What follows belongs to an exercise in optimizing a design on an open flow for small area and a short achievable clock period; a production flow would make more cautious choices.
RTL that was checked went through simulation tests only; none was proved equivalent to the original.
No functional check of the RTL was part of run 2.
Power and IR drop assume default switching activity.

## flow/design.v (module list and top-level ports; edited modules follow where they fit)
// module mul_R: 519 lines
// module mul_G: 531 lines
// module mul_B: 594 lines
// module mul_R_ct: 45 lines
// module mul_G_ct: 45 lines
// module mul_B_ct: 45 lines
// module add25: 92 lines
// module a1_ct23: 45 lines
// module a2_ct23: 45 lines
// module add8: 25 lines
// module add24: 89 lines
// module RGBtoGray: 331 lines
module RGBtoGray (r, g, b, valid_in, clk, rst, grayout, valid_out);
  // ...
==> flow/flow/run.sh <==
#!/bin/bash
# 1. the standard synthesis (standard.sh synth), unchanged.
# 2. flow/invpush.py: full adders are self-dual, so an fa cell can take complemented inputs and
#    give complemented outputs; it flips fa cells where that needs fewer inverters.
# 3. flow/reabc.ys: ABC re-maps the remaining combinational cells (area script flow/reabc.script);
#    fa, ha and flip-flop cells are kept, so registers keep their names and cell types.
set -euo pipefail
R=orfs/results/${FLOW_PLATFORM}/RGBtoGray/base
LIB=${FLOW_HOME}/platforms/${FLOW_PLATFORM}/lib/sky130_fd_sc_hd__tt_025C_1v80.lib
YOSYS=$(command -v yosys || echo ${FLOW_HOME}/../tools/install/yosys/bin/yosys)
bash standard.sh SETUP_SLACK_MARGIN=8.5 'BUFFER_PORTS_ARGS=-buffer_cell sky130_fd_sc_hd__buf_1' synth > synth.log 2>&1
python3 flow/invpush.py $R/1_2_yosys.v $R/1_2_yosys.inv.v > invpush.log 2>&1
sed "s#@LIB@#$LIB#g; s#@IN@#$R/1_2_yosys.inv.v#; s#@OUT@#$R/1_2_yosys.abc.v#; s#@SCRIPT@#flow/reabc.script#" flow/reabc.ys > reabc_run.ys
$YOSYS -s reabc_run.ys > reabc.log 2>&1
mv $R/1_2_yosys.abc.v $R/1_2_yosys.v
rm -f $R/1_synth.odb
bash standard.sh SETUP_SLACK_MARGIN=8.5 'BUFFER_PORTS_ARGS=-buffer_cell sky130_fd_sc_hd__buf_1' finish > standard_flow.log 2>&1
==> flow/flow/invpush.py <==
#!/usr/bin/env python3
"""Push inverters through full-adder cells in a flat sky130 netlist written by Yosys.
A full adder is self-dual: FA(~a,~b,~c) = (~sum, ~cout). Each fa cell may be flipped to take
complemented inputs and give complemented outputs; the flips are chosen greedily to need the
fewest inverters. The logic function of every net that is a port or a register pin is unchanged.
Usage: invpush.py IN.v OUT.v"""
import re, sys
from collections import defaultdict

src = open(sys.argv[1]).read()
inst_re = re.compile(r'^  (sky130_fd_sc_hd__\w+) (\S+)\s+\((.*?)\n  \);\n', re.S | re.M)
pin_re = re.compile(r'\.(\w+)\(([^()]*)\)')
OUTS = {'X', 'Y', 'Q', 'Q_N', 'SUM', 'COUT', 'HI', 'LO'}
insts = []
for m in inst_re.finditer(src):
    typ, name, body = m.group(1), m.group(2), m.group(3)
    pins = [(p, n.strip()) for p, n in pin_re.findall(body)]
    insts.append(dict(typ=typ, name=name, pins=pins, span=m.span()))
# ports
ports = set()
for m in re.finditer(r'^\s*(input|output)\s+(\[\d+:\d+\])?\s*(\S+);', src, re.M):
    w, n = m.group(2), m.group(3)
    if w:
        hi, lo = map(int, w[1:-1].split(':'))
        for i in range(min(hi, lo), max(hi, lo) + 1): ports.add(f"{n}[{i}]")
    ports.add(n)
def is_inv(t): return re.match(r'sky130_fd_sc_hd__(clk)?inv_\d+$', t) is not None
def is_fa(t): return re.match(r'sky130_fd_sc_hd__fa_\d+$', t) is not None
driver = {}
for k, it in enumerate(insts):
    for p, n in it['pins']:
        if p in OUTS: driver[n] = (k, p)
inv_in = {}
for k, it in enumerate(insts):
    if is_inv(it['typ']):
        d = dict(it['pins']); inv_in[d['Y']] = d['A']
# protected inverters: output is a port
def base(n):
    pol = 0
    seen = 0
    while n in inv_in and n not in ports and seen < 100:
        n = inv_in[n]; pol ^= 1; seen += 1
    return n, pol
removable = set()
for k, it in enumerate(insts):
    if is_inv(it['typ']):
        y = dict(it['pins'])['Y']
        if y not in ports: removable.add(k)
# loads: (inst k, pin p) for input pins of non-removable cells, on net n -> (base, pol)
loads = []
for k, it in enumerate(insts):
    if k in removable: continue
    for p, n in it['pins']:
        if p in OUTS: continue
        if n.startswith("1'") or n == '': continue
        b, pol = base(n)
        loads.append((k, p, b, pol))
fa = [k for k, it in enumerate(insts) if is_fa(it['typ'])
      and not any(p in OUTS and n in ports for p, n in it['pins'])]
flip = defaultdict(int)
def drvflip(b):
    d = driver.get(b)
    return flip[d[0]] if d and is_fa(insts[d[0]]['typ']) else 0
# per base: list of (load k, pol)
byb = defaultdict(list)
for k, p, b, pol in loads: byb[b].append((k, pol))
fa_in = defaultdict(set); fa_out = defaultdict(set)
for k, p, b, pol in loads:
    if is_fa(insts[k]['typ']): fa_in[k].add(b)
for b, (k, p) in driver.items():
    if is_fa(insts[k]['typ']): fa_out[k].add(b)
def cost_b(b):
    av = drvflip(b)
    return 1 if any((pol ^ flip[k]) != av for k, pol in byb[b]) else 0
def local(k):
    return sum(cost_b(b) for b in fa_in[k] | fa_out[k])
before = sum(cost_b(b) for b in byb)
for it_ in range(20):
    changed = 0
    for k in fa:
        c0 = local(k); flip[k] ^= 1; c1 = local(k)
        if c1 < c0: changed += 1
        else: flip[k] ^= 1
    if not changed: break
# then a short deterministic annealing run from the greedy result, keeping the best
import random, math
rng = random.Random(12345)
cur = sum(cost_b(b) for b in byb)
best = cur; best_flip = {k: flip[k] for k in fa}
T = 1.0
steps = 400 * len(fa) if fa else 0
for st in range(steps):
    k = fa[rng.randrange(len(fa))]
    c0 = local(k); flip[k] ^= 1; c1 = local(k)
    dlt = c1 - c0
    if dlt <= 0 or rng.random() < math.exp(-dlt / T):
        cur += dlt
        if cur < best:
            best = cur; best_flip = {k2: flip[k2] for k2 in fa}
    else:
        flip[k] ^= 1
    T = max(0.05, 1.0 * (1 - st / steps))
for k in fa: flip[k] = best_flip[k]
after = sum(cost_b(b) for b in byb)
# rewrite
newinv = {}
cnt = [0]
def inv_net(b):
    if b not in newinv:
        cnt[0] += 1
        newinv[b] = f"_invp{cnt[0]}_"
    return newinv[b]
repl = {}
for k, p, b, pol in loads:
    need = pol ^ flip[k]
    repl[(k, p)] = b if need == drvflip(b) else inv_net(b)
def esc(n):
    return n + ' ' if n.startswith('\\') else n
out = []
pos = 0
for k, it in enumerate(insts):
    s, e = it['span']
    out.append(src[pos:s]); pos = e
    if k in removable: continue
    lines = [f"  {it['typ']} {esc(it['name'])} ("]
    pl = []
    for p, n in it['pins']:
        pl.append(f"    .{p}({esc(repl.get((k, p), n))})")
    lines.append(",\n".join(pl))
    lines.append("  );\n")
    out.append("\n".join(lines))
rest = src[pos:]
extra = []
for b, n in newinv.items():
    extra.append(f"  sky130_fd_sc_hd__inv_1 {n}c (\n    .A({esc(b)}),\n    .Y({n})\n  );\n")
rest = rest.replace("endmodule", "".join(extra) + "endmodule", 1)
out.append(rest)
text = "".join(out)
decl = "".join(f"  wire {n};\n" for n in newinv.values())
text = re.sub(r'(module RGBtoGray\([^)]*\);\n)', lambda m: m.group(1) + decl, text, count=1)
open(sys.argv[2], 'w').write(text)
sys.stderr.write(f"invpush: inverters {len(removable)} -> {len(newinv)} (model {before} -> {after}), flipped {sum(flip[k] for k in fa)} of {len(fa)} fa\n")
==> flow/flow/reabc.script <==
strash
dch -f
map -B 0.9
topo
stime -c
buffer -c
upsize -c
dnsize -c
==> flow/flow/reabc.ys <==
# Re-map the combinational cells of the synthesized netlist with ABC (script reabc.script).
# Full adders, half adders, flip-flops and tie cells stay as they are, so every register keeps
# its name and cell type. @LIB@, @IN@, @OUT@, @SCRIPT@ are filled in by run.sh.
read_liberty -ignore_miss_func -ignore_miss_dir @LIB@
read_verilog @IN@
hierarchy -top RGBtoGray
setattr -mod -set keep_hierarchy 1 sky130_fd_sc_hd__fa_* sky130_fd_sc_hd__ha_* sky130_fd_sc_hd__df* sky130_fd_sc_hd__conb_*
flatten
opt_clean
abc -liberty @LIB@ -dont_use sky130_fd_sc_hd__probe_p_8 -dont_use sky130_fd_sc_hd__probec_p_8 -dont_use sky130_fd_sc_hd__lpflow_bleeder_1 -dont_use sky130_fd_sc_hd__lpflow_clkbufkapwr_1 -dont_use sky130_fd_sc_hd__lpflow_clkbufkapwr_16 -dont_use sky130_fd_sc_hd__lpflow_clkbufkapwr_2 -dont_use sky130_fd_sc_hd__lpflow_clkbufkapwr_4 -dont_use sky130_fd_sc_hd__lpflow_clkbufkapwr_8 -dont_use sky130_fd_sc_hd__lpflow_clkinvkapwr_1 -dont_use sky130_fd_sc_hd__lpflow_clkinvkapwr_16 -dont_use sky130_fd_sc_hd__lpflow_clkinvkapwr_2 -dont_use sky130_fd_sc_hd__lpflow_clkinvkapwr_4 -dont_use sky130_fd_sc_hd__lpflow_clkinvkapwr_8 -dont_use sky130_fd_sc_hd__lpflow_decapkapwr_12 -dont_use sky130_fd_sc_hd__lpflow_decapkapwr_3 -dont_use sky130_fd_sc_hd__lpflow_decapkapwr_4 -dont_use sky130_fd_sc_hd__lpflow_decapkapwr_6 -dont_use sky130_fd_sc_hd__lpflow_decapkapwr_8 -dont_use sky130_fd_sc_hd__lpflow_inputiso0n_1 -dont_use sky130_fd_sc_hd__lpflow_inputiso0p_1 -dont_use sky130_fd_sc_hd__lpflow_inputiso1n_1 -dont_use sky130_fd_sc_hd__lpflow_inputiso1p_1 -dont_use sky130_fd_sc_hd__lpflow_inputisolatch_1 -dont_use sky130_fd_sc_hd__lpflow_isobufsrc_1 -dont_use sky130_fd_sc_hd__lpflow_isobufsrc_16 -dont_use sky130_fd_sc_hd__lpflow_isobufsrc_2 -dont_use sky130_fd_sc_hd__lpflow_isobufsrc_4 -dont_use sky130_fd_sc_hd__lpflow_isobufsrc_8 -dont_use sky130_fd_sc_hd__lpflow_isobufsrckapwr_16 -dont_use sky130_fd_sc_hd__lpflow_lsbuf_lh_hl_isowell_tap_1 -dont_use sky130_fd_sc_hd__lpflow_lsbuf_lh_hl_isowell_tap_2 -dont_use sky130_fd_sc_hd__lpflow_lsbuf_lh_hl_isowell_tap_4 -dont_use sky130_fd_sc_hd__lpflow_lsbuf_lh_isowell_4 -dont_use sky130_fd_sc_hd__lpflow_lsbuf_lh_isowell_tap_1 -dont_use sky130_fd_sc_hd__lpflow_lsbuf_lh_isowell_tap_2 -dont_use sky130_fd_sc_hd__lpflow_lsbuf_lh_isowell_tap_4  -script @SCRIPT@
opt_clean
hierarchy -top RGBtoGray
delete sky130_fd_sc_hd__*
write_verilog -noattr -noexpr @OUT@
==> flow/standard.sh <==
#!/bin/bash
# synth_recipe.tcl (not shown) runs the flow's synth.tcl, then flattens the netlist and writes it again
# the make line also repeats each setting of config.mk as NAME=value (left out here)
make -C /OpenROAD-flow-scripts/flow DESIGN_CONFIG=/design/flow/config.mk WORK_HOME=/design/flow/orfs CLKGATE_MAP_FILE= SYNTH_SCRIPT=/design/flow/synth_recipe.tcl "${@:-finish}"
==> flow/config.mk <==
export PLATFORM = sky130hd
export DESIGN_NAME = RGBtoGray
export DESIGN_NICKNAME = RGBtoGray
export VERILOG_FILES = /design/flow/design.v
export SDC_FILE = /design/flow/constraint.sdc
export NUM_CORES = 4
export LEC_CHECK = 0
export ABC_AREA = 1
export CAP_MARGIN = 20
export CORE_MARGIN = 2
export CORE_UTILIZATION = 60
export CTS_BUF_LIST = sky130_fd_sc_hd__clkbuf_8
export CTS_CLUSTER_DIAMETER = 50
export CTS_CLUSTER_SIZE = 16
export PLACE_DENSITY = 0.8
export SLEW_MARGIN = 20
==> flow/constraint.sdc <==
create_clock -name core_clock -period 12.0 [get_ports {clk}]
set_input_delay 2.4000 -clock core_clock [delete_from_list [all_inputs] [get_ports {clk}]]
set_output_delay 2.4000 -clock core_clock [all_outputs]
set_load 0.01 [all_outputs]
==> flow_metrics.env, run 1 <==
export IMPL_crit_arrival_ns=4.26
export IMPL_grt_met3_usage_pct=5.26
export IMPL_critPathLaunchType="flip-flop"
export IMPL_whs_ns=0.311
export IMPL_met3WireLength_microns=8280
export IMPL_grt_start_max_net_pins=95
export IMPL_grt_busiest_layer="met2"
export IMPL_mappedNetlistNets=5449
export IMPL_cts_tree="built"
export IMPL_htree_levels=3
export IMPL_clock_cell_area_share_pct=3.54
export IMPL_synth_avg_cell_area_sq_um=9.59
export IMPL_grt_overflow_total=0
export IMPL_largest_class="multi-input combinational cells"
export IMPL_combPwrFrac_pct=53.1
export IMPL_placement_rows=99
export IMPL_dr_pass1_iters=8
export IMPL_slowest_delay_ns=0.58
export IMPL_r2r_start="b_q1[13]"
export IMPL_clk_pin_slew_ns=0.09
export IMPL_min_from="a2_fo_q10[13]"
export IMPL_grt_pass1_vias=31800
export IMPL_clock_sinks=860
export IMPL_cts_resized_gates=177
export IMPL_utilization_pct=68.8
export IMPL_globalRouteMet1Util_pct=34.2
export IMPL_status="complete, no violations"
export IMPL_rsz0062_at_grt="true"
==> module mul_R, before the edit <==
module mul_R(input [22:0] f, output [24:0] ha, output [24:0] hb, output cl);
  wire [22:0] fn = ~f;
  wire w1;
  wire w2;
  assign {w2,w1} = fn[15] + fn[13];
  wire w3;
  wire w4;
  assign {w4,w3} = fn[16] + fn[14] + fn[6];
  wire w5;
  wire w6;
  assign {w6,w5} = fn[16] + fn[7];
  wire w7;
  wire w8;
  assign {w8,w7} = fn[17] + fn[8] + fn[6];
  wire w9;
  wire w10;
  assign {w10,w9} = fn[18] + fn[9] + fn[7];
  wire w11;
  wire w12;
  assign {w12,w11} = fn[19] + fn[10] + fn[8];
  wire w13;
  wire w14;
  assign {w14,w13} = fn[0] + f[16] + f[12];
  wire w15;
  wire w16;
  assign {w16,w15} = fn[20] + fn[11] + fn[9];
  wire w17;
  wire w18;
  assign {w18,w17} = fn[1] + f[17] + f[13];
  wire w19;
  wire w20;
  assign {w20,w19} = fn[21] + fn[12] + fn[10];
  wire w21;
  wire w22;
  assign {w22,w21} = fn[2] + f[18] + f[14];
  wire w23;
  wire w24;
  assign {w24,w23} = f[8] + f[5];
  wire w25;
  wire w26;
  assign {w26,w25} = fn[22] + fn[13] + fn[11];
  wire w27;
  wire w28;
  assign {w28,w27} = fn[3] + f[19] + f[15];
  wire w29;
  wire w30;
  assign {w30,w29} = f[9] + f[6] + f[1];
  wire w31;
  wire w32;
  assign {w32,w31} = fn[14] + fn[12] + fn[4];
  wire w33;
  wire w34;
  assign {w34,w33} = f[20] + f[16] + f[10];
  wire w35;
  wire w36;
  assign {w36,w35} = f[7] + f[2] + f[0];
  wire w37;
  wire w38;
  assign {w38,w37} = w1 + fn[5] + f[21];
  wire w39;
  wire w40;
  assign {w40,w39} = f[17] + f[11] + f[8];
  wire w41;
  wire w42;
  assign {w42,w41} = f[3] + f[1] + 1'b1;
  wire w43;
  wire w44;
  assign {w44,w43} = w2 + w3 + f[22];
  wire w45;
  wire w46;
  assign {w46,w45} = f[18] + f[12] + f[9];
  wire w47;
  wire w48;
  assign {w48,w47} = f[4] + f[2] + 1'b1;
  wire w49;
  wire w50;
  assign {w50,w49} = w4 + fn[17] + fn[15];
  wire w51;
  wire w52;
  assign {w52,w51} = fn[7] + f[19] + f[13];
  wire w53;
  wire w54;
  assign {w54,w53} = f[10] + f[5] + f[3];
  wire w55;
  wire w56;
  assign {w56,w55} = fn[18] + fn[16] + fn[8];
  wire w57;
  wire w58;
  assign {w58,w57} = f[20] + f[14] + f[11];
  wire w59;
  wire w60;
  assign {w60,w59} = f[6] + f[4];
  wire w61;
  wire w62;
  assign {w62,w61} = fn[19] + fn[17] + fn[9];
  wire w63;
  wire w64;
  assign {w64,w63} = f[21] + f[15] + f[12];
  wire w65;
  wire w66;
  assign {w66,w65} = f[7] + f[5];
  wire w67;
  wire w68;
  assign {w68,w67} = fn[20] + fn[18] + fn[10];
  wire w69;
  wire w70;
  assign {w70,w69} = f[22] + f[16] + f[13];
  wire w71;
  wire w72;
  assign {w72,w71} = f[8] + f[6];
  wire w73;
  wire w74;
  assign {w74,w73} = fn[21] + fn[19] + fn[11];
  wire w75;
  wire w76;
  assign {w76,w75} = f[17] + f[14] + f[9];
  wire w77;
  wire w78;
  assign {w78,w77} = f[7] + 1'b1;
  wire w79;
  wire w80;
  assign {w80,w79} = fn[22] + fn[20] + fn[12];
  wire w81;
  wire w82;
  assign {w82,w81} = f[18] + f[15] + f[10];
  wire w83;
  wire w84;
  assign {w84,w83} = fn[21] + fn[13] + f[19];
  wire w85;
  wire w86;
  assign {w86,w85} = fn[22] + fn[14] + f[20];
  wire w87;
  wire w88;
  assign {w88,w87} = fn[15] + f[21];
  wire w89;
  wire w90;
  assign {w90,w89} = fn[9] + fn[0];
  wire w91;
  wire w92;
  assign {w92,w91} = fn[10] + fn[1];
  wire w93;
  wire w94;
  assign {w94,w93} = fn[11] + fn[2] + fn[0];
  wire w95;
  wire w96;
  assign {w96,w95} = f[8] + f[4];
  wire w97;
  wire w98;
  assign {w98,w97} = fn[12] + fn[3] + fn[1];
  wire w99;
  wire w100;
  assign {w100,w99} = f[9] + f[5];
  wire w101;
  wire w102;
  assign {w102,w101} = fn[13] + fn[4] + fn[2];
  wire w103;
  wire w104;
  assign {w104,w103} = f[10] + f[6] + f[0];
  wire w105;
  wire w106;
  assign {w106,w105} = fn[14] + fn[5] + fn[3];
  wire w107;
  wire w108;
  assign {w108,w107} = f[11] + f[7] + f[1];
  wire w109;
  wire w110;
  assign {w110,w109} = fn[15] + fn[6] + fn[4];
  wire w111;
  wire w112;
  assign {w112,w111} = f[12] + f[8] + f[2];
  wire w113;
  wire w114;
  assign {w114,w113} = w5 + fn[5] + f[13];
  wire w115;
  wire w116;
  assign {w116,w115} = f[9] + f[3] + f[0];
  wire w117;
  wire w118;
  assign {w118,w117} = w6 + w7 + f[14];
  wire w119;
  wire w120;
  assign {w120,w119} = f[10] + f[4] + f[1];
  wire w121;
  wire w122;
  assign {w122,w121} = w8 + w9 + f[15];
  wire w123;
  wire w124;
  assign {w124,w123} = f[11] + f[5] + f[2];
  wire w125;
  wire w126;
  assign {w126,w125} = w10 + w11 + w13;
  wire w127;
  wire w128;
  assign {w128,w127} = f[6] + f[3] + 1'b1;
  wire w129;
  wire w130;
  assign {w130,w129} = w12 + w14 + w15;
  wire w131;
  wire w132;
  assign {w132,w131} = w17 + f[7] + f[4];
  wire w133;
  wire w134;
  assign {w134,w133} = w16 + w18 + w19;
  wire w135;
  wire w136;
  assign {w136,w135} = w21 + w23 + f[0];
  wire w137;
  wire w138;
  assign {w138,w137} = w20 + w22 + w24;
  wire w139;
  wire w140;
  assign {w140,w139} = w25 + w27 + w29;
  wire w141;
  wire w142;
  assign {w142,w141} = w26 + w28 + w30;
  wire w143;
  wire w144;
  assign {w144,w143} = w31 + w33 + w35;
  wire w145;
  wire w146;
  assign {w146,w145} = w32 + w34 + w36;
  wire w147;
  wire w148;
  assign {w148,w147} = w37 + w39 + w41;
  wire w149;
  wire w150;
  assign {w150,w149} = w38 + w40 + w42;
  wire w151;
  wire w152;
  assign {w152,w151} = w43 + w45 + w47;
  wire w153;
  wire w154;
  assign {w154,w153} = w44 + w46 + w48;
  wire w155;
  wire w156;
  assign {w156,w155} = w49 + w51 + w53;
  wire w157;
  wire w158;
  assign {w158,w157} = w50 + w52 + w54;
  wire w159;
  wire w160;
  assign {w160,w159} = w55 + w57 + w59;
  wire w161;
  wire w162;
  assign {w162,w161} = w56 + w58 + w60;
  wire w163;
  wire w164;
  assign {w164,w163} = w61 + w63 + w65;
  wire w165;
  wire w166;
  assign {w166,w165} = w62 + w64 + w66;
  wire w167;
  wire w168;
  assign {w168,w167} = w67 + w69 + w71;
  wire w169;
  wire w170;
  assign {w170,w169} = w68 + w70 + w72;
  wire w171;
  wire w172;
  assign {w172,w171} = w73 + w75 + w77;
  wire w173;
  wire w174;
  assign {w174,w173} = w74 + w76 + w78;
  wire w175;
  wire w176;
  assign {w176,w175} = w79 + w81 + f[8];
  wire w177;
  wire w178;
  assign {w178,w177} = w80 + w82 + w83;
  wire w179;
  wire w180;
  assign {w180,w179} = f[16] + f[11] + f[9];
  wire w181;
  wire w182;
  assign {w182,w181} = w84 + w85 + f[17];
  wire w183;
  wire w184;
  assign {w184,w183} = f[12] + f[10] + 1'b1;
  wire w185;
  wire w186;
  assign {w186,w185} = w86 + w87 + f[18];
  wire w187;
  wire w188;
  assign {w188,w187} = f[13] + f[11] + 1'b1;
  wire w189;
  wire w190;
  assign {w190,w189} = w88 + fn[16] + f[22];
  wire w191;
  wire w192;
  assign {w192,w191} = f[19] + f[14] + f[12];
  wire w193;
  wire w194;
  assign {w194,w193} = fn[17] + f[20] + f[15];
  wire w195;
  wire w196;
  assign {w196,w195} = fn[18] + f[21];
  wire w197;
  wire w198;
  assign {w198,w197} = fn[19] + f[22];
  wire w199;
  wire w200;
  assign {w200,w199} = fn[20] + f[18];
  wire w201;
  wire w202;
  assign {w202,w201} = w89 + f[6];
  wire w203;
  wire w204;
  assign {w204,w203} = w90 + w91 + f[7];
  wire w205;
  wire w206;
  assign {w206,w205} = w92 + w93 + w95;
  wire w207;
  wire w208;
  assign {w208,w207} = w94 + w96 + w97;
  wire w209;
  wire w210;
  assign {w210,w209} = w98 + w100 + w101;
  wire w211;
  wire w212;
  assign {w212,w211} = w102 + w104 + w105;
  wire w213;
  wire w214;
  assign {w214,w213} = w106 + w108 + w109;
  wire w215;
  wire w216;
  assign {w216,w215} = w110 + w112 + w113;
  wire w217;
  wire w218;
  assign {w218,w217} = w114 + w116 + w117;
  wire w219;
  wire w220;
  assign {w220,w219} = w118 + w120 + w121;
  wire w221;
  wire w222;
  assign {w222,w221} = w122 + w124 + w125;
  wire w223;
  wire w224;
  assign {w224,w223} = w126 + w128 + w129;
  wire w225;
  wire w226;
  assign {w226,w225} = w130 + w132 + w133;
  wire w227;
  wire w228;
  assign {w228,w227} = w134 + w136 + w137;
  wire w229;
  wire w230;
  assign {w230,w229} = w138 + w140 + w141;
  wire w231;
  wire w232;
  assign {w232,w231} = w142 + w144 + w145;
  wire w233;
  wire w234;
  assign {w234,w233} = w146 + w148 + w149;
  wire w235;
  wire w236;
  assign {w236,w235} = w150 + w152 + w153;
  wire w237;
  wire w238;
  assign {w238,w237} = w154 + w156 + w157;
  wire w239;
  wire w240;
  assign {w240,w239} = w158 + w160 + w161;
  wire w241;
  wire w242;
  assign {w242,w241} = w162 + w164 + w165;
  wire w243;
  wire w244;
  assign {w244,w243} = w166 + w168 + w169;
  wire w245;
  wire w246;
  assign {w246,w245} = w170 + w172 + w173;
  wire w247;
  wire w248;
  assign {w248,w247} = w174 + w176 + w177;
  wire w249;
  wire w250;
  assign {w250,w249} = w178 + w180 + w181;
  wire w251;
  wire w252;
  assign {w252,w251} = w182 + w184 + w185;
  wire w253;
  wire w254;
  assign {w254,w253} = w186 + w188 + w189;
  wire w255;
  wire w256;
  assign {w256,w255} = w190 + w192 + w193;
  wire w257;
  wire w258;
  assign {w258,w257} = w194 + w195 + f[16];
  wire w259;
  wire w260;
  assign {w260,w259} = w196 + w197 + f[17];
  wire w261;
  wire w262;
  assign {w262,w261} = w198 + w199 + f[16];
  wire w263;
  wire w264;
  assign {w264,w263} = w200 + fn[21] + f[19];
  wire w265;
  wire w266;
  assign {w266,w265} = fn[22] + f[20];
  wire w267;
  wire w268;
  assign {w268,w267} = fn[7] + f[4];
  wire w269;
  wire w270;
  assign {w270,w269} = fn[8] + f[5] + f[1];
  wire w271;
  wire w272;
  assign {w272,w271} = w201 + f[2] + 1'b1;
  wire w273;
  wire w274;
  assign {w274,w273} = w202 + w203 + f[3];
  wire w275;
  wire w276;
  assign {w276,w275} = w204 + w205 + 1'b1;
  wire w277;
  wire w278;
  assign {w278,w277} = w206 + w207 + w99;
  wire w279;
  wire w280;
  assign {w280,w279} = w208 + w209 + w103;
  wire w281;
  wire w282;
  assign {w282,w281} = w210 + w211 + w107;
  wire w283;
  wire w284;
  assign {w284,w283} = w212 + w213 + w111;
  wire w285;
  wire w286;
  assign {w286,w285} = w214 + w215 + w115;
  wire w287;
  wire w288;
  assign {w288,w287} = w216 + w217 + w119;
  wire w289;
  wire w290;
  assign {w290,w289} = w218 + w219 + w123;
  wire w291;
  wire w292;
  assign {w292,w291} = w220 + w221 + w127;
  wire w293;
  wire w294;
  assign {w294,w293} = w222 + w223 + w131;
  wire w295;
  wire w296;
  assign {w296,w295} = w224 + w225 + w135;
  wire w297;
  wire w298;
  assign {w298,w297} = w226 + w227 + w139;
  wire w299;
  wire w300;
  assign {w300,w299} = w228 + w229 + w143;
  wire w301;
  wire w302;
  assign {w302,w301} = w230 + w231 + w147;
  wire w303;
  wire w304;
  assign {w304,w303} = w232 + w233 + w151;
  wire w305;
  wire w306;
  assign {w306,w305} = w234 + w235 + w155;
  wire w307;
  wire w308;
  assign {w308,w307} = w236 + w237 + w159;
  wire w309;
  wire w310;
  assign {w310,w309} = w238 + w239 + w163;
  wire w311;
  wire w312;
  assign {w312,w311} = w240 + w241 + w167;
  wire w313;
  wire w314;
  assign {w314,w313} = w242 + w243 + w171;
  wire w315;
  wire w316;
  assign {w316,w315} = w244 + w245 + w175;
  wire w317;
  wire w318;
  assign {w318,w317} = w246 + w247 + w179;
  wire w319;
  wire w320;
  assign {w320,w319} = w248 + w249 + w183;
  wire w321;
  wire w322;
  assign {w322,w321} = w250 + w251 + w187;
  wire w323;
  wire w324;
  assign {w324,w323} = w252 + w253 + w191;
  wire w325;
  wire w326;
  assign {w326,w325} = w254 + w255 + f[13];
  wire w327;
  wire w328;
  assign {w328,w327} = w256 + w257 + f[14];
  wire w329;
  wire w330;
  assign {w330,w329} = w258 + w259 + f[15];
  wire w331;
  wire w332;
  assign {w332,w331} = w260 + w261 + 1'b1;
  wire w333;
  wire w334;
  assign {w334,w333} = w262 + w263 + f[17];
  wire w335;
  wire w336;
  assign {w336,w335} = w264 + w265 + f[18];
  wire w337;
  wire w338;
  assign {w338,w337} = w266 + f[21] + f[19];
  wire w339;
  wire w340;
  assign {w340,w339} = f[22] + f[20] + 1'b1;
  wire [47:0] ra = {1'b0,1'b1,f[22],w340,w338,w336,w334,w332,w330,w328,w326,w324,w322,w320,w318,w316,w314,w312,w310,w308,w306,w304,w302,w300,w298,w296,w294,w292,w290,w288,w286,w284,w282,w280,w278,w276,w274,w272,w270,w268,w267,fn[6],fn[5],fn[4],fn[3],fn[2],fn[1],fn[0]};
  wire [47:0] rb = {1'b0,1'b0,1'b0,f[21],w339,w337,w335,w333,w331,w329,w327,w325,w323,w321,w319,w317,w315,w313,w311,w309,w307,w305,w303,w301,w299,w297,w295,w293,w291,w289,w287,w285,w283,w281,w279,w277,w275,w273,w271,w269,f[0],f[3],f[2],f[1],f[0],1'b0,1'b0,1'b1};
  wire [22:0] cs;
  mul_R_ct ulo(.a(ra[22:0]), .b(rb[22:0]), .ci(1'b0), .co(cl));
  assign ha = ra[47:23];
  assign hb = rb[47:23];
endmodule
==> inputs of run 2 (changes only) <==
--- a/flow/design.v
+++ b/flow/design.v
@@ -1,9 +1,9 @@
-module mul_R(input [22:0] f, output [24:0] ha, output [24:0] hb, output cl);
+module mul_R(input [22:0] f, output [24:0] ha, output [24:0] hb, output [2:0] cl);
   wire [22:0] fn = ~f;
   wire w1;
   wire w2;
   assign {w2,w1} = fn[15] + fn[13];
   wire w3;
   wire w4;
   assign {w4,w3} = fn[16] + fn[14] + fn[6];
   wire w5;
@@ -508,21 +508,25 @@
   wire w338;
   assign {w338,w337} = w266 + f[21] + f[19];
   wire w339;
   wire w340;
   assign {w340,w339} = f[22] + f[20] + 1'b1;
   wire [47:0] ra = {1'b0,1'b1,f[22],w340,w338,w336,w334,w332,w330,w328,w326,w324,w322,w320,w318,w316,w314,w312,w310,w308,w306,w304,w302,w300,w298,w296,w294,w292,w290,w288,w286,w284,w282,w280,w278,w276,w274,w272,w270,w268,w267,fn[6],fn[5],fn[4],fn[3],fn[2],fn[1],fn[0]};
   wire [47:0] rb = {1'b0,1'b0,1'b0,f[21],w339,w337,w335,w333,w331,w329,w327,w325,w323,w321,w319,w317,w315,w313,w311,w309,w307,w305,w303,w301,w299,w297,w295,w293,w291,w289,w287,w285,w283,w281,w279,w277,w275,w273,w271,w269,f[0],f[3],f[2],f[1],f[0],1'b0,1'b0,1'b1};
   wire [22:0] cs;
-  mul_R_ct ulo(.a(ra[22:0]), .b(rb[22:0]), .ci(1'b0), .co(cl));
+  wire clo, chg;
+  mul_R_ctl ulo(.a(ra[11:0]), .b(rb[11:0]), .ci(1'b0), .co(clo));
+  mul_R_cth uhi(.a(ra[22:12]), .b(rb[22:12]), .ci(1'b0), .co(chg));
+  wire chp = &(ra[22:12] | rb[22:12]);
+  assign cl = {chg, chp, clo};
   assign ha = ra[47:23];
   assign hb = rb[47:23];
 endmodule
-module mul_G(input [22:0] f, output [24:0] ha, output [24:0] hb, output cl);
+module mul_G(input [22:0] f, output [24:0] ha, output [24:0] hb, output [2:0] cl);
   wire [22:0] fn = ~f;
   wire w1;
   wire w2;
   assign {w2,w1} = fn[16] + fn[14];
   wire w3;
   wire w4;
   assign {w4,w3} = fn[17] + fn[15] + fn[7];
   wire w5;
@@ -1039,21 +1043,25 @@
   wire w346;
   assign {w346,w345} = w272 + w273 + 1'b1;
   wire w347;
   wire w348;
   assign {w348,w347} = w274 + f[22] + f[20];
   wire [47:0] ra = {1'b0,1'b1,f[22],w348,w346,w344,w342,w340,w338,w336,w334,w332,w330,w328,w326,w324,w322,w320,w318,w316,w314,w312,w310,w308,w306,w304,w302,w300,w298,w296,w294,w292,w290,w288,w286,w284,w282,w280,w278,w276,w275,f[5],f[4],f[3],f[2],f[1],f[0],1'b0};
   wire [47:0] rb = {1'b0,1'b0,1'b0,f[21],w347,w345,w343,w341,w339,w337,w335,w333,w331,w329,w327,w325,w323,w321,w319,w317,w315,w313,w311,w309,w307,w305,w303,w301,w299,w297,w295,w293,w291,w289,w287,w285,w283,w281,w279,w277,1'b1,f[1],f[0],1'b0,1'b0,1'b0,1'b0,1'b0};
   wire [22:0] cs;
-  mul_G_ct ulo(.a(ra[22:0]), .b(rb[22:0]), .ci(1'b0), .co(cl));
+  wire clo, chg;
+  mul_G_ctl ulo(.a(ra[11:0]), .b(rb[11:0]), .ci(1'b0), .co(clo));
+  mul_G_cth uhi(.a(ra[22:12]), .b(rb[22:12]), .ci(1'b0), .co(chg));
+  wire chp = &(ra[22:12] | rb[22:12]);
+  assign cl = {chg, chp, clo};
   assign ha = ra[47:23];
   assign hb = rb[47:23];
 endmodule
-module mul_B(input [22:0] f, output [24:0] ha, output [24:0] hb, output cl);
+module mul_B(input [22:0] f, output [24:0] ha, output [24:0] hb, output [2:0] cl);
   wire [22:0] fn = ~f;
   wire w1;
   wire w2;
   assign {w2,w1} = fn[15] + fn[10] + fn[6];
   wire w3;
   wire w4;
   assign {w4,w3} = fn[16] + fn[11] + fn[7];
   wire w5;
@@ -1633,154 +1641,161 @@
   wire w388;
   assign {w388,w387} = w308 + w309 + 1'b1;
   wire w389;
   wire w390;
   assign {w390,w389} = w310 + fn[22] + f[19];
   wire [47:0] ra = {1'b0,f[22],f[21],w390,w388,w386,w384,w382,w380,w378,w376,w374,w372,w370,w368,w366,w364,w362,w360,w358,w356,w354,w352,w350,w348,w346,w344,w342,w340,w338,w336,w334,w332,w330,w328,w326,w324,w322,w320,w318,w316,w314,w312,w311,f[3],f[2],f[1],f[0]};
   wire [47:0] rb = {1'b0,1'b1,1'b1,f[20],w389,w387,w385,w383,w381,w379,w377,w375,w373,w371,w369,w367,w365,w363,w361,w359,w357,w355,w353,w351,w349,w347,w345,w343,w341,w339,w337,w335,w333,w331,w329,w327,w325,w323,w321,w319,w317,w315,w313,f[0],f[1],f[0],1'b0,1'b0};
   wire [22:0] cs;
-  mul_B_ct ulo(.a(ra[22:0]), .b(rb[22:0]), .ci(1'b0), .co(cl));
+  wire clo, chg;
+  mul_B_ctl ulo(.a(ra[11:0]), .b(rb[11:0]), .ci(1'b0), .co(clo));
+  mul_B_cth uhi(.a(ra[22:12]), .b(rb[22:12]), .ci(1'b0), .co(chg));
+  wire chp = &(ra[22:12] | rb[22:12]);
+  assign cl = {chg, chp, clo};
   assign ha = ra[47:23];
   assign hb = rb[47:23];
 endmodule
-module mul_R_ct(input [22:0] a, input [22:0] b, input ci, output co);
-  wire [22:0] p = a | b;
-  wire [22:0] g = a & b;
+module mul_R_ctl(input [11:0] a, input [11:0] b, input ci, output co);
+  wire [11:0] p = a | b;
+  wire [11:0] g = a & b;
   wire G0c = g[0] | (p[0] & ci);
   wire T1 = g[1] | (p[1] & G0c);
   wire T2 = g[3] | (p[3] & g[2]);
   wire Q2 = p[3] & p[2];
   wire T3 = g[5] | (p[5] & g[4]);
   wire Q3 = p[5] & p[4];
   wire T4 = g[7] | (p[7] & g[6]);
   wire Q4 = p[7] & p[6];
   wire T5 = g[9] | (p[9] & g[8]);
   wire Q5 = p[9] & p[8];
   wire T6 = g[11] | (p[11] & g[10]);
   wire Q6 = p[11] & p[10];
-  wire T7 = g[13] | (p[13] & g[12]);
-  wire Q7 = p[13] & p[12];
-  wire T8 = g[15] | (p[15] & g[14]);
-  wire Q8 = p[15] & p[14];
-  wire T9 = g[17] | (p[17] & g[16]);
-  wire Q9 = p[17] & p[16];
-  wire T10 = g[19] | (p[19] & g[18]);
-  wire Q10 = p[19] & p[18];
-  wire T11 = g[21] | (p[21] & g[20]);
-  wire Q11 = p[21] & p[20];
-  wire T12 = T2 | (Q2 & T1);
-  wire T13 = T4 | (Q4 & T3);
-  wire Q13 = Q4 & Q3;
-  wire T14 = T6 | (Q6 & T5);
-  wire Q14 = Q6 & Q5;
-  wire T15 = T8 | (Q8 & T7);
-  wire Q15 = Q8 & Q7;
-  wire T16 = T10 | (Q10 & T9);
-  wire Q16 = Q10 & Q9;
-  wire T17 = g[22] | (p[22] & T11);
-  wire Q17 = p[22] & Q11;
-  wire T18 = T13 | (Q13 & T12);
-  wire T19 = T15 | (Q15 & T14);
-  wire Q19 = Q15 & Q14;
-  wire T20 = T17 | (Q17 & T16);
-  wire Q20 = Q17 & Q16;
-  wire T21 = T19 | (Q19 & T18);
-  wire T22 = T20 | (Q20 & T21);
-  assign co = T22;
+  wire T7 = T2 | (Q2 & T1);
+  wire T8 = T4 | (Q4 & T3);
+  wire Q8 = Q4 & Q3;
+  wire T9 = T6 | (Q6 & T5);
+  wire Q9 = Q6 & Q5;
+  wire T10 = T8 | (Q8 & T7);
+  wire T11 = T9 | (Q9 & T10);
+  assign co = T11;
 endmodule
-module mul_G_ct(input [22:0] a, input [22:0] b, input ci, output co);
-  wire [22:0] p = a | b;
-  wire [22:0] g = a & b;
+module mul_R_cth(input [10:0] a, input [10:0] b, input ci, output co);
+  wire [10:0] p = a | b;
+  wire [10:0] g = a & b;
+  wire G0c = g[0] | (p[0] & ci);
+  wire T1 = g[1] | (p[1] & G0c);
+  wire T2 = g[3] | (p[3] & g[2]);
+  wire Q2 = p[3] & p[2];
+  wire T3 = g[5] | (p[5] & g[4]);
+  wire Q3 = p[5] & p[4];
+  wire T4 = g[7] | (p[7] & g[6]);
+  wire Q4 = p[7] & p[6];
+  wire T5 = g[9] | (p[9] & g[8]);
+  wire Q5 = p[9] & p[8];
+  wire T6 = T2 | (Q2 & T1);
+  wire T7 = T4 | (Q4 & T3);
+  wire Q7 = Q4 & Q3;
+  wire T8 = g[10] | (p[10] & T5);
+  wire Q8 = p[10] & Q5;
+  wire T9 = T7 | (Q7 & T6);
+  wire T10 = T8 | (Q8 & T9);
+  assign co = T10;
+endmodule
+module mul_G_ctl(input [11:0] a, input [11:0] b, input ci, output co);
+  wire [11:0] p = a | b;
+  wire [11:0] g = a & b;
   wire G0c = g[0] | (p[0] & ci);
   wire T1 = g[1] | (p[1] & G0c);
   wire T2 = g[3] | (p[3] & g[2]);
   wire Q2 = p[3] & p[2];
   wire T3 = g[5] | (p[5] & g[4]);
   wire Q3 = p[5] & p[4];
   wire T4 = g[7] | (p[7] & g[6]);
   wire Q4 = p[7] & p[6];
   wire T5 = g[9] | (p[9] & g[8]);
   wire Q5 = p[9] & p[8];
   wire T6 = g[11] | (p[11] & g[10]);
   wire Q6 = p[11] & p[10];
-  wire T7 = g[13] | (p[13] & g[12]);
-  wire Q7 = p[13] & p[12];
-  wire T8 = g[15] | (p[15] & g[14]);
-  wire Q8 = p[15] & p[14];
-  wire T9 = g[17] | (p[17] & g[16]);
-  wire Q9 = p[17] & p[16];
-  wire T10 = g[19] | (p[19] & g[18]);
-  wire Q10 = p[19] & p[18];
-  wire T11 = g[21] | (p[21] & g[20]);
-  wire Q11 = p[21] & p[20];
-  wire T12 = T2 | (Q2 & T1);
-  wire T13 = T4 | (Q4 & T3);
-  wire Q13 = Q4 & Q3;
-  wire T14 = T6 | (Q6 & T5);
-  wire Q14 = Q6 & Q5;
-  wire T15 = T8 | (Q8 & T7);
-  wire Q15 = Q8 & Q7;
-  wire T16 = T10 | (Q10 & T9);
-  wire Q16 = Q10 & Q9;
-  wire T17 = g[22] | (p[22] & T11);
-  wire Q17 = p[22] & Q11;
-  wire T18 = T13 | (Q13 & T12);
-  wire T19 = T15 | (Q15 & T14);
-  wire Q19 = Q15 & Q14;
-  wire T20 = T17 | (Q17 & T16);
-  wire Q20 = Q17 & Q16;
-  wire T21 = T19 | (Q19 & T18);
-  wire T22 = T20 | (Q20 & T21);
-  assign co = T22;
+  wire T7 = T2 | (Q2 & T1);
+  wire T8 = T4 | (Q4 & T3);
+  wire Q8 = Q4 & Q3;
+  wire T9 = T6 | (Q6 & T5);
+  wire Q9 = Q6 & Q5;
+  wire T10 = T8 | (Q8 & T7);
+  wire T11 = T9 | (Q9 & T10);
+  assign co = T11;
 endmodule
-module mul_B_ct(input [22:0] a, input [22:0] b, input ci, output co);
-  wire [22:0] p = a | b;
-  wire [22:0] g = a & b;
+module mul_G_cth(input [10:0] a, input [10:0] b, input ci, output co);
+  wire [10:0] p = a | b;
+  wire [10:0] g = a & b;
+  wire G0c = g[0] | (p[0] & ci);
+  wire T1 = g[1] | (p[1] & G0c);
+  wire T2 = g[3] | (p[3] & g[2]);
+  wire Q2 = p[3] & p[2];
+  wire T3 = g[5] | (p[5] & g[4]);
+  wire Q3 = p[5] & p[4];
+  wire T4 = g[7] | (p[7] & g[6]);
+  wire Q4 = p[7] & p[6];
+  wire T5 = g[9] | (p[9] & g[8]);
+  wire Q5 = p[9] & p[8];
+  wire T6 = T2 | (Q2 & T1);
+  wire T7 = T4 | (Q4 & T3);
+  wire Q7 = Q4 & Q3;
+  wire T8 = g[10] | (p[10] & T5);
+  wire Q8 = p[10] & Q5;
+  wire T9 = T7 | (Q7 & T6);
+  wire T10 = T8 | (Q8 & T9);
+  assign co = T10;
+endmodule
+module mul_B_ctl(input [11:0] a, input [11:0] b, input ci, output co);
+  wire [11:0] p = a | b;
+  wire [11:0] g = a & b;
   wire G0c = g[0] | (p[0] & ci);
   wire T1 = g[1] | (p[1] & G0c);
   wire T2 = g[3] | (p[3] & g[2]);
   wire Q2 = p[3] & p[2];
   wire T3 = g[5] | (p[5] & g[4]);
   wire Q3 = p[5] & p[4];
   wire T4 = g[7] | (p[7] & g[6]);
   wire Q4 = p[7] & p[6];
   wire T5 = g[9] | (p[9] & g[8]);
   wire Q5 = p[9] & p[8];
   wire T6 = g[11] | (p[11] & g[10]);
   wire Q6 = p[11] & p[10];
-  wire T7 = g[13] | (p[13] & g[12]);
-  wire Q7 = p[13] & p[12];
-  wire T8 = g[15] | (p[15] & g[14]);
-  wire Q8 = p[15] & p[14];
-  wire T9 = g[17] | (p[17] & g[16]);
-  wire Q9 = p[17] & p[16];
-  wire T10 = g[19] | (p[19] & g[18]);
-  wire Q10 = p[19] & p[18];
-  wire T11 = g[21] | (p[21] & g[20]);
-  wire Q11 = p[21] & p[20];
-  wire T12 = T2 | (Q2 & T1);
-  wire T13 = T4 | (Q4 & T3);
-  wire Q13 = Q4 & Q3;
-  wire T14 = T6 | (Q6 & T5);
-  wire Q14 = Q6 & Q5;
-  wire T15 = T8 | (Q8 & T7);
-  wire Q15 = Q8 & Q7;
-  wire T16 = T10 | (Q10 & T9);
-  wire Q16 = Q10 & Q9;
-  wire T17 = g[22] | (p[22] & T11);
-  wire Q17 = p[22] & Q11;
-  wire T18 = T13 | (Q13 & T12);
-  wire T19 = T15 | (Q15 & T14);
-  wire Q19 = Q15 & Q14;
-  wire T20 = T17 | (Q17 & T16);
-  wire Q20 = Q17 & Q16;
-  wire T21 = T19 | (Q19 & T18);
-  wire T22 = T20 | (Q20 & T21);
-  assign co = T22;
+  wire T7 = T2 | (Q2 & T1);
+  wire T8 = T4 | (Q4 & T3);
+  wire Q8 = Q4 & Q3;
+  wire T9 = T6 | (Q6 & T5);
+  wire Q9 = Q6 & Q5;
+  wire T10 = T8 | (Q8 & T7);
+  wire T11 = T9 | (Q9 & T10);
+  assign co = T11;
+endmodule
+module mul_B_cth(input [10:0] a, input [10:0] b, input ci, output co);
+  wire [10:0] p = a | b;
+  wire [10:0] g = a & b;
+  wire G0c = g[0] | (p[0] & ci);
+  wire T1 = g[1] | (p[1] & G0c);
+  wire T2 = g[3] | (p[3] & g[2]);
+  wire Q2 = p[3] & p[2];
+  wire T3 = g[5] | (p[5] & g[4]);
+  wire Q3 = p[5] & p[4];
+  wire T4 = g[7] | (p[7] & g[6]);
+  wire Q4 = p[7] & p[6];
+  wire T5 = g[9] | (p[9] & g[8]);
+  wire Q5 = p[9] & p[8];
+  wire T6 = T2 | (Q2 & T1);
+  wire T7 = T4 | (Q4 & T3);
+  wire Q7 = Q4 & Q3;
+  wire T8 = g[10] | (p[10] & T5);
+  wire Q8 = p[10] & Q5;
+  wire T9 = T7 | (Q7 & T6);
+  wire T10 = T8 | (Q8 & T9);
+  assign co = T10;
 endmodule
 module add25(input [24:0] a, input [24:0] b, input ci, output [24:0] s, output co);
   wire [24:0] p = a ^ b;
   wire [24:0] g = a & b;
   wire G0c = g[0] | (p[0] & ci);
   wire G1 = g[1] | (p[1] & G0c);
   wire G2 = g[3] | (p[3] & g[2]);
   wire P2 = p[3] & p[2];
@@ -2079,65 +2094,65 @@
   output [31:0] grayout;
   output valid_out;
   reg [31:0] r_q1;
   always @(posedge clk) r_q1 <= r;
   reg [31:0] g_q1;
   always @(posedge clk) g_q1 <= g;
   reg [31:0] b_q1;
   always @(posedge clk) b_q1 <= b;
-  wire [24:0] haR, hbR; wire clR;
+  wire [24:0] haR, hbR; wire [2:0] clR;
   mul_R umR(.f(r_q1[22:0]), .ha(haR), .hb(hbR), .cl(clR));
   wire [0:0] hR = (r_q1[22:0] >= 23'd5639165);
   wire [7:0] eR = r_q1[30:23] + 8'd254 + {7'd0, hR};
   wire [0:0] sR = r_q1[31];
   wire [0:0] ziR = (r_q1[30:23] == 8'd0);
-  wire [24:0] haG, hbG; wire clG;
+  wire [24:0] haG, hbG; wire [2:0] clG;
   mul_G umG(.f(g_q1[22:0]), .ha(haG), .hb(hbG), .cl(clG));
   wire [0:0] hG = (g_q1[22:0] >= 23'd5902036);
   wire [7:0] eG = g_q1[30:23] + 8'd255 + {7'd0, hG};
   wire [0:0] sG = g_q1[31];
   wire [0:0] ziG = (g_q1[30:23] == 8'd0);
-  wire [24:0] haB, hbB; wire clB;
+  wire [24:0] haB, hbB; wire [2:0] clB;
   mul_B umB(.f(b_q1[22:0]), .ha(haB), .hb(hbB), .cl(clB));
   wire [0:0] hB = (b_q1[22:0] >= 23'd809428);
   wire [7:0] eB = b_q1[30:23] + 8'd252 + {7'd0, hB};
   wire [0:0] sB = b_q1[31];
   wire [0:0] ziB = (b_q1[30:23] == 8'd0);
   wire [0:0] zR = ziR | (eR == 8'd0);
   wire [0:0] zG = ziG | (eG == 8'd0);
   reg [24:0] haR_q2;
   always @(posedge clk) haR_q2 <= haR;
   reg [24:0] hbR_q2;
   always @(posedge clk) hbR_q2 <= hbR;
-  reg [0:0] clR_q2;
+  reg [2:0] clR_q2;
   always @(posedge clk) clR_q2 <= clR;
   reg [0:0] hR_q2;
   always @(posedge clk) hR_q2 <= hR;
   reg [7:0] eR_q2;
   always @(posedge clk) eR_q2 <= eR;
   reg [0:0] sR_q2;
   always @(posedge clk) sR_q2 <= sR;
   reg [24:0] haG_q2;
   always @(posedge clk) haG_q2 <= haG;
   reg [24:0] hbG_q2;
   always @(posedge clk) hbG_q2 <= hbG;
-  reg [0:0] clG_q2;
+  reg [2:0] clG_q2;
   always @(posedge clk) clG_q2 <= clG;
   reg [0:0] hG_q2;
   always @(posedge clk) hG_q2 <= hG;
   reg [7:0] eG_q2;
   always @(posedge clk) eG_q2 <= eG;
   reg [0:0] sG_q2;
   always @(posedge clk) sG_q2 <= sG;
   reg [24:0] haB_q2;
   always @(posedge clk) haB_q2 <= haB;
   reg [24:0] hbB_q2;
   always @(posedge clk) hbB_q2 <= hbB;
-  reg [0:0] clB_q2;
+  reg [2:0] clB_q2;
   always @(posedge clk) clB_q2 <= clB;
   reg [0:0] hB_q2;
   always @(posedge clk) hB_q2 <= hB;
   reg [7:0] eB_q2;
   always @(posedge clk) eB_q2 <= eB;
   reg [0:0] sB_q2;
   always @(posedge clk) sB_q2 <= sB;
   reg [0:0] ziB_q2;
@@ -2148,23 +2163,23 @@
   always @(posedge clk) zG_q2 <= zG;
   wire [7:0] a1_dxy, a1_dyx; wire a1_cxy, a1_cyx;
   add8 a1_usxy(.a(eG_q2), .b(~eR_q2), .ci(1'b1), .s(a1_dxy), .co(a1_cxy));
   add8 a1_usyx(.a(eR_q2), .b(~eG_q2), .ci(1'b1), .s(a1_dyx), .co(a1_cyx));
   wire [0:0] a1_exlt = ~a1_cxy;
   wire [0:0] a1_eq = a1_cxy & a1_cyx;
   wire [7:0] a1_d = ~a1_cxy ? a1_dyx : a1_dxy;
   wire [24:0] pR; wire pcR;
-  add25 uadR(.a(haR_q2), .b(hbR_q2), .ci(clR_q2), .s(pR), .co(pcR));
+  add25 uadR(.a(haR_q2), .b(hbR_q2), .ci((clR_q2[2] | (clR_q2[1] & clR_q2[0]))), .s(pR), .co(pcR));
   wire [22:0] fR = hR_q2 ? pR[23:1] : pR[22:0];
   wire [24:0] pG; wire pcG;
-  add25 uadG(.a(haG_q2), .b(hbG_q2), .ci(clG_q2), .s(pG), .co(pcG));
+  add25 uadG(.a(haG_q2), .b(hbG_q2), .ci((clG_q2[2] | (clG_q2[1] & clG_q2[0]))), .s(pG), .co(pcG));
   wire [22:0] fG = hG_q2 ? pG[23:1] : pG[22:0];
   wire [24:0] pB; wire pcB;
-  add25 uadB(.a(haB_q2), .b(hbB_q2), .ci(clB_q2), .s(pB), .co(pcB));
+  add25 uadB(.a(haB_q2), .b(hbB_q2), .ci((clB_q2[2] | (clB_q2[1] & clB_q2[0]))), .s(pB), .co(pcB));
   wire [22:0] fB = hB_q2 ? pB[23:1] : pB[22:0];
   wire [0:0] sB2 = ziB_q2 ? 1'b0 : sB_q2;
   wire [7:0] eB2 = ziB_q2 ? 8'd0 : eB_q2;
   wire [22:0] fB2 = ziB_q2 ? 23'd0 : fB;
   reg [0:0] sR_q3;
   always @(posedge clk) sR_q3 <= sR_q2;
   reg [7:0] eR_q3;
   always @(posedge clk) eR_q3 <= eR_q2;
==> flow/flow/run.sh (replaced) <==
#!/bin/bash
# 1. the standard synthesis (standard.sh synth), unchanged.
# 2. flow/invpush.py: full adders are self-dual, so an fa cell can take complemented inputs and
#    give complemented outputs; it flips fa cells where that needs fewer inverters. Registers,
#    ports and every register's and port's logic function stay as synthesis made them.
set -euo pipefail
R=orfs/results/${FLOW_PLATFORM}/RGBtoGray/base
bash standard.sh SETUP_SLACK_MARGIN=8.5 'BUFFER_PORTS_ARGS=-buffer_cell sky130_fd_sc_hd__buf_1' synth > synth.log 2>&1
python3 flow/invpush.py $R/1_2_yosys.v $R/1_2_yosys.inv.v > invpush.log 2>&1
mv $R/1_2_yosys.inv.v $R/1_2_yosys.v
rm -f $R/1_synth.odb
bash standard.sh SETUP_SLACK_MARGIN=8.5 'BUFFER_PORTS_ARGS=-buffer_cell sky130_fd_sc_hd__buf_1' finish > standard_flow.log 2>&1
removed: flow/flow/reabc.script
removed: flow/flow/reabc.ys
==> run 2 against run 1 <==
Net effect:
- via count is 0.45% lower
- synthesized cell count is 1.5% higher
- critical endpoint is now clR_q2[2]
- area after synthesis is 0.84% higher
- global-route usage decreased by 0.11 points
- combinational power increased by 0.5%
- wire length fell by 3.0%
- cell area increased by 0.97%
- critical path depth unchanged
- clock skew increased by 0.0090 ns
- clock power up 5%
- register-to-register slack hardly changed
- sequential share of layout area down 0.14 points
- largest cell class unchanged
==> flow_metrics.env, run 2 <==
export IMPL_root_buffer="clkbuf_8"
export IMPL_viasPerCell=5.36
export IMPL_mappedNetlistNets=5522
export IMPL_netlist_area_sq_um=44600
export IMPL_gp_congestion=0.991
export IMPL_relSlewSlack_pct=10.2
export IMPL_finalHoldViolations=0
export IMPL_start_util_pct=60.3
export IMPL_mostFrequentLayoutCell="nand2_1"
export IMPL_utilization_pct=68.4
export IMPL_insertion_delay_ns=0.75
export IMPL_fp_dieW_microns=277
export IMPL_setup_violations=0
export IMPL_nets=5835
export IMPL_fill_cells=5481
export IMPL_crit_arrival_ns=4.19
export IMPL_max_freq_mhz=274
export IMPL_synth_avg_cell_area_sq_um=9.52
export IMPL_fp_dieArea_sq_um=76600
export IMPL_grt_start_max_net_pins=103
export IMPL_worstMarginPinSlew_ns=1.34
export IMPL_final_cell_mix="nand2_1 (1009), dfxtp_1 (788), inv_1 (526), fa_1 (490), o21ai_0 (310)"
export IMPL_wl_microns=107000
export IMPL_cts_buffers=89
export IMPL_hpwl_microns=76500
export IMPL_vias=32400
export IMPL_clk_pin_slew_ns=0.10
export IMPL_routedWlPerCell_microns=17.7
export IMPL_grt_pass1_vias=32400
export IMPL_crit_family="adder cells"
export IMPL_drt_iter0_markers=2499
export IMPL_whs_ns=0.317
export IMPL_final_period_utilization_pct=30.4
export IMPL_p_leak_nw=23.2
export IMPL_period_minus_slack_ns=3.64
export IMPL_critical_path_class="reg -> reg"
export IMPL_path_depth=11
export IMPL_slowest_delay_ns=0.56
export IMPL_peakVddDrop_v=0.000187
export IMPL_grt_overflow_total=0
export IMPL_portBuffers=131
export IMPL_r2r_cells=11
export IMPL_cts_tree="built"
export IMPL_critPathLaunchType="flip-flop"
export IMPL_slowest_stage="fa_1"
export IMPL_r2r_slack_ns=8.36
export IMPL_antenna_left=0
export IMPL_htree_levels=3
export IMPL_chipHeight_microns=277
export IMPL_endpoint="clR_q2[2]"
export IMPL_ios=132
export IMPL_dr_pass1_iters=6
export IMPL_antenna_found_initial=2
export IMPL_grt_pass1_wl_microns=167000
export IMPL_cts_max_path_buffers=3
export IMPL_critPathMostFrequentCell="fa_1"
export IMPL_worst_path_buf_inv=3
export IMPL_design_core_area_sq_um=74100
export IMPL_finalSetupTns_ns=0
export IMPL_hold_class="reg -> reg"
export IMPL_cp_startpoint="r_q1[10]"
export IMPL_maxCapViolations=0
export IMPL_ys_warn_count=1
export IMPL_p_per_area_nw_per_um2=279
export IMPL_r2r_end="clR_q2[2]"
export IMPL_crit_fanout=4
export IMPL_finalMaxSlewViolations=0
export IMPL_placement_rows=100
export IMPL_area_delta_synth_final_pct=13.6
export IMPL_path_cells="clkinvlp_4 > buf_4 > fa_1 > fa_1 > fa_1 > fa_1 > buf_4 > nor2_1 > a21oi_1 > o21ai_1 > o211ai_1"
export IMPL_clock_sinks=866
export IMPL_final_layout_size_suffix_gt1_share_pct=13.6
export IMPL_grt_usage_pct=27.4
export IMPL_crit_required_ns=12.55
export IMPL_finClkSkew_ns=0.0377
export IMPL_rsz0062_at_grt="true"
export IMPL_netlist_instances=4687
export IMPL_r2r_start="r_q1[10]"
export IMPL_status="complete, no violations"
export IMPL_end_kind="flip-flop"
export IMPL_drc=0
[run 2: timing repair]
| item | 4_1_cts | 5_1_grt |
|---|---|---|
| cloned | 5 | 18 |
| endpoints found under the setup margin | 161 | 153 |
| pin swaps | 20 | 74 |
| buffers inserted | 111 | 69 |
| hold buffers | 0 | 0 |
| gates resized for setup | 253 | 163 |
[run 2: cell type report]
class	instances	area, sq um	share of cell area (%)
clock inverter	58	628	1.24
tap	969	1210	2.39
inverter	582	2380	4.70
antenna	1	2.50	0.00494
timing repair inverter	1	7.51	0.0148
multi-input combinational	3136	25400	50.1
sequential	866	17600	34.7
clock buffer	96	1320	2.61
timing repair buffer	324	2160	4.26
[run 2: worst register-to-register path: stages (launching register included)]
cell and delay [ns]:
dfxtp_4 0.38, clkinvlp_4 0.15, buf_4 0.17, fa_1 0.46, fa_1 0.56, fa_1 0.45
fa_1 0.52, buf_4 0.17, nor2_1 0.15, a21oi_1 0.08, o21ai_1 0.19, o211ai_1 0.21
[run 2: how the worst min path moves through the flow]
stage / startpoint / to / slack (ns) / cells after the start
4_1_cts: a1_el_q5[2] / a1_el_q6[2] / 0.32 / 0
3_5_place_dp: a1_fo_q6[7] / a1_fo2_q7[7] / 0.31 / 0
2_1_floorplan: a1_el_q4[0] / a1_el_q5[0] / 0.31 / 0
3_3_place_gp: eB2_q4[2] / eB2_q5[2] / 0.31 / 0
5_1_grt: a2_fo_q10[1] / gout_q11[1] / 0.32 / 0
6_report: a1_el_q5[2] / a1_el_q6[2] / 0.32 / 0
[run 2: per-layer routing]
layer | vias up | wire length (microns) | track usage (%) | part of all wire [%]
met4 | 2 | 5200 | 12.0 | 4.9
met5 | - | 13 | 0 | 0.012
met3 | 369 | 7950 | 4.97 | 7.5
met1 | 15300 | 42300 | 34.5 | 40
met2 | 1328 | 51100 | 46.4 | 48
li1 | 15400 | - | - | -
[run 2: per-stage QoR]
step / instances / power (mW) / setup WS, ns / area (sq um)
2_1_floorplan: 4687 / 9.56 / 8.43 / 44600
3_3_place_gp: 5675 / 11.1 / 7.36 / 45900
3_5_place_dp: 5675 / 11.3 / 7.31 / 45900
4_1_cts: 5945 / 13.6 / 8.33 / 49400
5_1_grt: 6033 / 15.4 / 8.26 / 50700
6_report: 6033 / 14.1 / 8.36 / 50700
[run 2: power by group]
part | leakage [nW] | switching, mW | internal (mW) | total, mW
registers | 7.29 | 0.701 | 3.99 | 4.69
logic | 14.9 | 4.51 | 2.91 | 7.43
clock network | 1.00 | 1.14 | 0.873 | 2.01

## re-timing with driven ports
No port has a modelled driver above. Below, the same layouts with a new extraction and two added sets of constraints. Step 1 assumes that a clkbuf_16 drives the clock port and a buf_2 every other input. Step 2, shift: input delay + t, output delay - t, t = (earliest + latest rising clock arrival at the registers) / 2. This alone moves slack from input paths to output paths. Slacks: ideal / step 1 / step 2; pairs: ideal / step 1.
run | t (ns) | slack for setup (ns) | hold slack, ns | cell pins on the clock port's net
run 1 | 0.774 | 8.343 / 8.343 / 8.343 | 0.311 / 0.311 / 0.311 | 1
run 2 | 0.790 | 8.357 / 8.350 / 8.357 | 0.317 / 0.317 / 0.317 | 1
After both steps every run listed still meets setup and hold.
